This is an optimization exercise on Yosys and OpenROAD, whose aim is small area, a short achievable clock period and few clock cycles, not a production implementation. The RTL was checked by simulation tests, not by an equivalence proof against the original design. Power figures rest on the tool's default switching activity, not on a simulated workload.

==> design/flow/design.v <==
module ct_rom (
    input  logic [7:0] addr,
    output logic [7:0] dout
);
  logic [7:0] rom[256];
  initial $readmemh("ct.hex", rom);
  assign dout = rom[addr];
endmodule
module decrypt (
    input logic rst_n,
    input logic clk,
    input logic [23:0] key,
    input  logic [7:0] debug_addr,
    output logic [7:0] debug_data,
    output logic done
);
  localparam int PT_LEN = 74;
  typedef enum logic [2:0] {
    INIT,
    KSA,
    TRANS,
    PRGA,
    FIN,
    DONE
  } phase_t;
  phase_t phase;
  logic init;
  logic [23:0] kr;   
  logic [7:0] cnt;   
  logic [1:0] m3;   
  logic [7:0] km1;   
  logic [7:0] q;   
  logic [7:0] ai;   
  logic pad_vld;   
  logic [31:0] ce, tc;   
  logic [7:0] th, tg, tp;
  logic [7:0] Rs[256];   
  logic [7:0] Rd[256];   
  logic [7:0] P[1:PT_LEN-1];
  logic [7:0] dd;
  logic [7:0] a, r1, b, pad, ct_shift, ct_last, ct_len;
  logic [7:0] q_d, ai_d;
  logic [31:0] ce_d;
  logic [255:0] dec, tdec;
  assign init = (phase == INIT);
  assign a = Rs[0];
  assign r1 = Rs[1];
  sum_lines8 dec_e (
      .c(ce),
      .en(~init),
      .l(dec)
  );
  sum_chk8 chk_t (
      .h(th),
      .g(tg),
      .p(tp),
      .c(tc)
  );
  sum_lines8 dec_t (
      .c(tc),
      .en(1'b1),
      .l(tdec)
  );
  logic [31:0] ce_run, ce_init;
  sum_pre8 pre_e (
      .x(q_d),
      .y(Rd[0]),
      .c(ce_run)
  );
  sum_pre8 pre_e0 (
      .x(key[23:16]),
      .y(8'hFF),
      .c(ce_init)
  );
  assign ce_d = init ? ce_init : ce_run;
  always_ff @(posedge clk) begin
    ce <= ce_d;
    th <= ai_d ^ b;
    tg <= ai_d & b;
    tp <= ai_d | b;
  end
  logic [255:0] sel_b;
  logic [7:0][255:0] d_lane;
  always_comb begin
    for (int p = 0; p < 256; p++) begin
      sel_b[p] = dec[(p+255)%256];
      for (int l = 0; l < 8; l++) d_lane[l][p] = Rs[p][l];
    end
  end
  for (genvar l = 0; l < 8; l++) begin : g_rd
    or_sel256 u_b (.s(sel_b), .d(d_lane[l]), .y(b[l]));
    or_sel256 u_t (.s(tdec),  .d(d_lane[l]), .y(pad[l]));
  end
  ct_rom ct_len_i (
      .addr(8'd0),
      .dout(ct_len)
  );
  always_ff @(posedge clk or negedge rst_n) begin
    if (~rst_n) begin
      phase <= INIT;
      cnt <= 0;
      pad_vld <= 0;
      done <= 0;
    end else begin
      pad_vld <= 0;
      case (phase)
        INIT: begin
          phase <= KSA;
          cnt <= 0;
        end
        KSA: begin
          cnt <= cnt + 8'd1;
          if (cnt == 8'd255) phase <= TRANS;
        end
        TRANS: begin
          phase <= PRGA;
          cnt <= 8'd1;
        end
        PRGA: begin
          cnt <= cnt + 8'd1;
          pad_vld <= 1;
          if (cnt == 8'(PT_LEN - 1)) phase <= FIN;
        end
        FIN: begin
          phase <= DONE;
          done <= 1;
        end
        default: ;
      endcase
    end
  end
  always_ff @(posedge clk) kr <= key;
  always_ff @(posedge clk) begin
    logic [1:0] m;
    m = init ? 2'd1 : (m3 == 2'd2) ? 2'd0 : m3 + 2'd1;
    m3 <= m;
    if (init) km1 <= key[15:8] - 8'd1;
    else
      case (m)
        2'd0: km1 <= kr[23:16] - 8'd1;
        2'd1: km1 <= kr[15:8] - 8'd1;
        default: km1 <= kr[7:0] - 8'd1;
      endcase
  end
  always_comb begin
    logic [7:0] k;
    k = (phase == KSA) ? km1 : 8'hFF;
    q_d  = q + a + k;
    ai_d = a + ~cnt;
    case (phase)
      INIT: q_d = key[23:16] - 8'd1;
      KSA:
      if (cnt == 8'd255) q_d = ~(dec[0] ? a : r1);
      TRANS: q_d = 8'd254;   
      default: ;
    endcase
  end
  always_ff @(posedge clk) begin
    q  <= q_d;
    ai <= ai_d;
  end
  for (genvar p = 0; p < 255; p++) begin : g_ring
    logic sel, nsel;
    assign sel = dec[p];
    nsel_gate u_sel (
        .d(dec[p]),
        .init(init),
        .nsel(nsel)
    );
    for (genvar l = 0; l < 8; l++) begin : g_lane
      if (((p >> l) & 1) == 1) begin : g_f1
        ao221 u_d (
            .a1(sel), .a2(a[l]),
            .b1(nsel), .b2(Rs[p+1][l]),
            .c(init),
            .y(Rd[p][l])
        );
      end else begin : g_f0
        ao22 u_d (
            .a1(sel), .a2(a[l]),
            .b1(nsel), .b2(Rs[p+1][l]),
            .y(Rd[p][l])
        );
      end
    end
  end
  assign Rd[255] = b | {8{init}};
  always_ff @(posedge clk) begin
    for (int p = 0; p < 256; p++) Rs[p] <= Rd[p];
  end
  ct_rom ct_rom_s (
      .addr(8'(cnt - 8'd2)),
      .dout(ct_shift)
  );
  ct_rom ct_rom_73 (
      .addr(8'(PT_LEN - 1)),
      .dout(ct_last)
  );
  always_ff @(posedge clk) begin
    if (pad_vld) begin
      for (int k = 1; k < PT_LEN - 2; k++) P[k] <= P[k+1];
      P[PT_LEN-2] <= P[PT_LEN-1] ^ ct_shift;
      P[PT_LEN-1] <= pad;
    end
  end
  always_ff @(posedge clk) begin
    if (debug_addr == 8'd0) dd <= ct_len;
    else if (debug_addr == 8'(PT_LEN - 1)) dd <= P[PT_LEN-1] ^ ct_last;
    else if (debug_addr < 8'(PT_LEN)) dd <= P[debug_addr];
    else dd <= 8'hFF;
  end
  assign debug_data = dd;
endmodule
module sum_pre8 (
    input  logic [7:0] x,
    input  logic [7:0] y,
    output logic [31:0] c
);
  sum_chk8 chk (
      .h(x ^ y),
      .g(x & y),
      .p(x | y),
      .c(c)
  );
endmodule
module sum_chk8 (
    input  logic [7:0] h,
    input  logic [7:0] g,
    input  logic [7:0] p,
    output logic [31:0] c
);
  always_comb begin
    c[3:0] = {h[0], h[0], ~h[0], ~h[0]};
    for (int i = 1; i < 8; i++) begin
      c[4*i+0] = ~(h[i] ^ p[i-1]);
      c[4*i+1] = ~(h[i] ^ g[i-1]);
      c[4*i+2] = h[i] ^ p[i-1];
      c[4*i+3] = h[i] ^ g[i-1];
    end
  end
endmodule
module sum_lines8 (
    input  logic [31:0] c,
    input  logic en,   
    output logic [255:0] l
);
  logic [3:0] g0;
  logic [7:0] g1, g2, g3;
  always_comb begin
    for (int v = 0; v < 4; v++) g0[v] = c[{v[0], 1'b0}] & c[4+v] & en;
    for (int v = 0; v < 8; v++) begin
      g1[v] = c[8+v[1:0]] & c[12+v[2:1]];
      g2[v] = c[16+v[1:0]] & c[20+v[2:1]];
      g3[v] = c[24+v[1:0]] & c[28+v[2:1]];
    end
    for (int k = 0; k < 256; k++) begin
      logic [7:0] kk;
      kk = 8'(k);
      l[k] = g0[kk[1:0]] & g1[kk[3:1]] & g2[kk[5:3]] & g3[kk[7:5]];
    end
  end
endmodule
module or_sel256 (
    input logic [255:0] s,
    input logic [255:0] d,
    output logic y
);
  logic [15:0] grp;
  for (genvar g = 0; g < 16; g++) begin : g_grp
    or_sel16 u_g (
        .s(s[16*g+:16]),
        .d(d[16*g+:16]),
        .y(grp[g])
    );
  end
  or16 u_or (
      .x(grp),
      .y(y)
  );
endmodule
module or_sel16 (
    input logic [15:0] s,
    input logic [15:0] d,
    output logic y
);
  assign y = |(s & d);
endmodule
module or16 (
    input  logic [15:0] x,
    output logic y
);
  assign y = |x;
endmodule
module nsel_gate (
    input  logic d,
    input  logic init,
    output logic nsel
);
  assign nsel = ~(d | init);
endmodule
module ao22 (
    input  logic a1,
    input  logic a2,
    input  logic b1,
    input  logic b2,
    output logic y
);
  assign y = (a1 & a2) | (b1 & b2);
endmodule
module ao221 (
    input  logic a1,
    input  logic a2,
    input  logic b1,
    input  logic b2,
    input  logic c,
    output logic y
);
  assign y = (a1 & a2) | (b1 & b2) | c;
endmodule
==> design/flow/ct.hex <==
49
A7
FD
08
01
84
45
68
85
82
5C
85
97
43
4D
E7
07
25
0F
9A
EC
C2
6A
4E
A7
49
E0
EB
71
BC
AC
C7
D7
57
E9
E2
B1
1B
09
52
33
92
C1
B7
E8
4C
A1
D8
57
2F
FA
B8
72
B9
3A
FC
01
C3
E5
18
32
DF
BB
06
32
2E
4A
01
63
10
10
16
B5
D8
00
00
00
00
00
00
00
00
00
00
00
00
00
00
00
00
00
00
00
00
00
00
00
00
00
00
00
00
00
00
00
00
00
00
00
00
00
00
00
00
00
00
00
00
00
00
00
00
00
00
00
00
00
00
00
00
00
00
00
00
00
00
00
00
00
00
00
00
00
00
00
00
00
00
00
00
00
00
00
00
00
00
00
00
00
00
00
00
00
00
00
00
00
00
00
00
00
00
00
00
00
00
00
00
00
00
00
00
00
00
00
00
00
00
00
00
00
00
00
00
00
00
00
00
00
00
00
00
00
00
00
00
00
00
00
00
00
00
00
00
00
00
00
00
00
00
00
00
00
00
00
00
00
00
00
00
00
00
00
00
00
00
00
00
00
00
00
00
00
00
00
00
00
00
00
00
00
00
00
00
00
00
==> design/flow/flow/run.sh <==
#!/bin/bash
# Standard layout, with one change: after the standard synthesis, the cells
# of the state ring's write muxes and select gates (tiny modules that Yosys's
# ABC maps one at a time, and so sizes up for an assumed heavy load) are set
# back to their smallest drive strength; the placer's repair sizes up any that
# need it. Timing repair aims at a 3.5 ns period (the clock stays at 10 ns).
set -euo pipefail
RES=orfs/results/${FLOW_PLATFORM}/decrypt/base
bash standard.sh synth > synth.log 2>&1
python3 flow/downsize.py $RES/1_2_yosys.v > downsize.log 2>&1
bash standard.sh SETUP_SLACK_MARGIN=6.5 TNS_END_PERCENT=10 > layout.log 2>&1
==> design/flow/flow/downsize.py <==
"""Set the state ring's write-mux cells, and the select gates that feed only
them, to drive strength 1 in a Yosys netlist (rewritten in place).

The ring's muxes are the cells that drive the D pin of an Rs[..] register.
Usage: downsize.py NETLIST"""
import re
import sys

path = sys.argv[1]
text = open(path).read()
inst_re = re.compile(r"^  (sky130_fd_sc_hd__\w+) (\S+)\s*\((.*?)\n  \);", re.M | re.S)
pin_re = re.compile(r"\.(\w+)\(([^()]*?)\s*\)")
OUT_PINS = {"X", "Y", "Q", "Q_N", "HI", "LO", "COUT", "SUM"}

cells = []
for m in inst_re.finditer(text):
    pins = {p: n.strip() for p, n in pin_re.findall(m.group(3))}
    cells.append([m.group(1), m.group(2), pins, m.start(1), m.end(1)])
driver = {}
loads = {}
for i, (typ, name, pins, _, _) in enumerate(cells):
    for p, n in pins.items():
        if p in OUT_PINS:
            driver[n] = i
        else:
            loads.setdefault(n, []).append(i)

small = {}
mux = set()
for typ, name, pins, _, _ in cells:
    if name.startswith("\\Rs[") and "D" in pins:
        d = driver.get(pins["D"])
        if d is not None and re.search(r"__a221?oi?_\d+$", cells[d][0]):
            mux.add(d)
sel = set()
for i in mux:
    for p in ("A1", "A2", "B1", "B2"):
        d = driver.get(cells[i][2][p])
        if d is not None and all(x in mux for x in loads[cells[i][2][p]]):
            sel.add(d)

count = {}
edits = []
for i in mux | sel:
    typ = cells[i][0]
    base, drive = typ.rsplit("_", 1)
    if drive != "1" and re.search(r"__(a221?oi?|nor2b?|and2b?|nand2b?)$", base):
        edits.append((cells[i][3], cells[i][4], base + "_1"))
        count[typ] = count.get(typ, 0) + 1
for s, e, new in sorted(edits, reverse=True):
    text = text[:s] + new + text[e:]
open(path, "w").write(text)
print(f"{len(mux)} ring muxes, {len(sel)} select gates; downsized: {count}")
==> design/flow/standard.sh <==
#!/bin/bash
# synth_recipe.tcl (not shown) runs the flow's synth.tcl, then flattens the netlist and writes it again
# the make line also repeats each setting of config.mk as NAME=value (left out here)
make -C /OpenROAD-flow-scripts/flow DESIGN_CONFIG=/design/flow/config.mk WORK_HOME=/design/flow/orfs CLKGATE_MAP_FILE= SYNTH_SCRIPT=/design/flow/synth_recipe.tcl "${@:-finish}"
==> design/flow/config.mk <==
export PLATFORM = sky130hd
export DESIGN_NAME = decrypt
export DESIGN_NICKNAME = decrypt
export VERILOG_FILES = /design/flow/design.v
export SDC_FILE = /design/flow/constraint.sdc
export NUM_CORES = 4
export LEC_CHECK = 0
export CAP_MARGIN = 40
export CORE_MARGIN = 2
export CORE_UTILIZATION = 35
export CTS_CLUSTER_DIAMETER = 100
export CTS_CLUSTER_SIZE = 30
export PLACE_DENSITY = 0.6
export SETUP_SLACK_MARGIN = 5
export SLEW_MARGIN = 60
export SYNTH_HIERARCHICAL = 1
==> design/flow/constraint.sdc <==
create_clock -name core_clock -period 10.0 [get_ports {clk}]
set_input_delay 2.0000 -clock core_clock [delete_from_list [all_inputs] [get_ports {clk}]]
set_output_delay 2.0000 -clock core_clock [all_outputs]
set_load 0.01 [all_outputs]
==> flow_summary.ini <==
[clock_tree]
cts_tree = done
clock_latency_ns = 0.93
clockBufferDepth = 4
clk_pin_slew_worst_paths_ns = 0.11
htree_levels = 4
cts-root-buf = clkbuf_16
cts_made_buffers = 136
numClockSinks = 2747

[sta]
tns_ns = 0
slew_viol_final = 0
setup_viol = 0
timing.fmax_mhz = 251
finalCriticalPeriod_ns = 3.98
rsz0062_at_grt = true
finClkSkew_ns = 0.0944
worst_pin_slew_ns = 0.669
maxSlewHeadroom_pct = 55.4
period_share_pct = 39.8
finalHoldViolations = 0
fin_ws_ns = 6.02

[critical_path]
r2r_cells = 15
reg2reg_from = phase[1]
crit_type = flip-flop to flip-flop
cp.required_ns = 10.81
cp.arrival_ns = 4.79
timing.rr.end = tg[3]
rrSetupSlack_ns = 6.02
startpoint_type = flip-flop
cp-end-kind = flip-flop
crit_fanout = 9

[detailed_routing]
avgRoutedWirePerCell_um = 36.8
topRoutingLayerUsed = met5
drc_errors = 0
drt_iter0_markers = 15500
wl_met3_um = 65200
postRouteAntennaNets = 0
vias_per_cell = 6.98
drt-pass1-iter-count = 6
wl_met2_um = 254000
drt_wl_total_um = 595000
met1Wirelength_um = 237000
vias = 113000

[place]
gp_congestion = 1.02
port_buffers = 42
pre_cts_slack_ns = 4.74
place_area_mm2 = 0.140
dp_hpwl_um = 407000

[grt]
grt_pass1_wl_um = 833000
antenna_found_initial = 23
grt_pass1_vias = 107000
grt_max_degree = 126
grt-ovfl-total = 0
track_usage_pct = 31.7

[die]
placementRows = 218
fp.dieH_um = 600
die_x_um = 600
initial_core_util_pct = 35.2
die_area_mm2 = 0.360
coreArea_mm2 = 0.353
pin_count = 43

[yosys]
synth_area_per_cell_um2 = 12.3
synth_cells = 10100
yosysWarnings = 32
syn-cell-area_mm2 = 0.124

[power_and_ir_drop]
p_per_area_mw_per_mm2 = 281
p_leak_uw = 0.0576
intPower_uw = 24200
p_comb_share_pct = 37.7
p_sw_uw = 18400
pwr-share-clk_pct = 16.8
ir_drop_uv = 221
p_seq_share_pct = 45.4
p_sw_share_pct = 43.2

[worst_hold_path]
min_from = P[17][7]
min_to = P[16][7]
hold_path_depth = 0
hold_path.class = flip-flop to flip-flop

[finish]
final_nets = 11500
final_area_mm2 = 0.152
area_growth_pct = 22.3
drive_above_1_share_pct = 30.0
final_core_util_pct = 43.0

[run]
drv_cap = 0

[outcome]
outcome = no timing/DRC/antenna violations
## what timing repair did
action | in CTS | in global routing
endpoints found under the setup margin | 1501 | 147
resized for setup | 544 | 59
pin swaps | 237 | 58
buffers inserted | 366 | 41
hold buffers | 0 | 0
endpoints found under the hold margin | 0 | 0
gates cloned | 37 | 3
## worst max-delay path, cell delays in order, from the launching register on
cell      delay, ns
dfrtp_2        0.44
nor2_4         0.18
nand2_8        0.09
nand3_4        0.12
buf_12         0.19
buf_16         0.17
buf_16         0.20
nor3_2         0.08
buf_6          0.16
a22o_1         0.24
a221oi_4       0.27
nand4_1        0.50
nor4_4         0.56
nand4_1        0.25
buf_4          0.21
ha_2           0.17
## per-layer routing
metal	GRT usage, %	up-vias
li1	-	46800
met3	7.77	1479
met5	0	-
met2	47.3	7609
met1	42.1	56900
met4	17.4	16
## registers in the layout, summed over array words and instances (netlist names)
| signal | flops |
|---|---|
| P | 584 |
| Rs | 2048 |
| ce | 30 |
| cnt | 8 |
| dd | 8 |
| done | 1 |
| km1 | 8 |
| kr | 24 |
| m3 | 2 |
| pad_vld | 1 |
| phase | 3 |
| q | 8 |
| tg | 7 |
| th | 8 |
| tp | 7 |
## metrics by stage
stage / hold WS, ns / total power, µW / cells
6_report: 0.421 / 42600 / 16200
4_1_cts: 0.440 / 41500 / 16100
2_1_floorplan: 0.417 / 24100 / 10200
3_5_place_dp: 0.432 / 32000 / 15500
3_3_place_gp: 0.426 / 31200 / 15300
5_1_grt: 0.454 / 43600 / 16200
## cell type report
| class | instances | area, µm² |
|---|---|---|
| repair buffers | 1332 | 13300 |
| diodes | 5 | 12.5 |
| clock inverters | 71 | 1020 |
| multi-input cells | 6983 | 66500 |
| fillers | 32500 | 201000 |
| clock buffers | 163 | 3620 |
| flip-flops and latches | 2747 | 61000 |
| inverters | 130 | 522 |
| well taps | 4730 | 5920 |
## power by group through the flow
| stage | registers [µW] | clock network [µW] | logic [µW] |
|---|---|---|---|
| 3_3_place_gp | 19300 | 0 | 11900 |
| 4_1_cts | 19200 | 7250 | 15100 |
| 6_report | 19400 | 7180 | 16100 |
| 5_1_grt | 19600 | 7610 | 16400 |
| 2_1_floorplan | 17700 | 0 | 6430 |
| 3_5_place_dp | 19300 | 0 | 12700 |
## worst max path at each step
stage                  startpoint     end  slack (ns)  cells after the start
floorplan                phase[1]  ce[27]        5.19                     14
global placement    debug_addr[4]   dd[0]        3.76                      9
detailed placement  debug_addr[6]   dd[4]        4.74                     10
CTS                      phase[2]  ce[31]        6.18                     20
global route             phase[1]   th[6]        6.02                     18
finish                   phase[1]   tg[3]        6.02                     15
## layout by cell type, fill, tap and decap left out, drive strengths merged, types with 95 or more instances in the layout
cell,n
nand2,223
a21oi,95
nor2,323
nor3,542
a221oi,1047
inv,166
edfxtp,584
a22o,2077
clkbuf,168
a221o,1018
buf,1281
nand4,371
a22oi,141
dfxtp,2150
nand3,110
Testbench counts, summed over its fixed seeds: cycles 7,968.

==> separate check: timing with driven ports <==
In the flow no input, the clock included, has a driving cell. The finished layout below was timed again as built, in two steps. Step 1 sets driving cells, clkbuf_16 on the clock port and buf_2 on the other inputs (assumed; they add their load-dependent delay and slew). Step 2, shift: input delay + t, output delay - t, t = (earliest + latest rising clock arrival at the registers) / 2. This alone moves slack from input paths to output paths. Three values: no drivers, after step 1, after step 2; two values: the first two.
shift t [ns]: 1.004
setup WS [ns]: 6.023 / 6.023 / 5.432
clock arrival spread, ns: 0.125 / 0.125
worst slew at a driven data input, ns: 0.08
cell pins on the clock port's net: 1
After both steps setup and hold are still met in this run. The setup slack of this run moves by 0.000 ns with the drivers and by -0.591 ns with both steps.
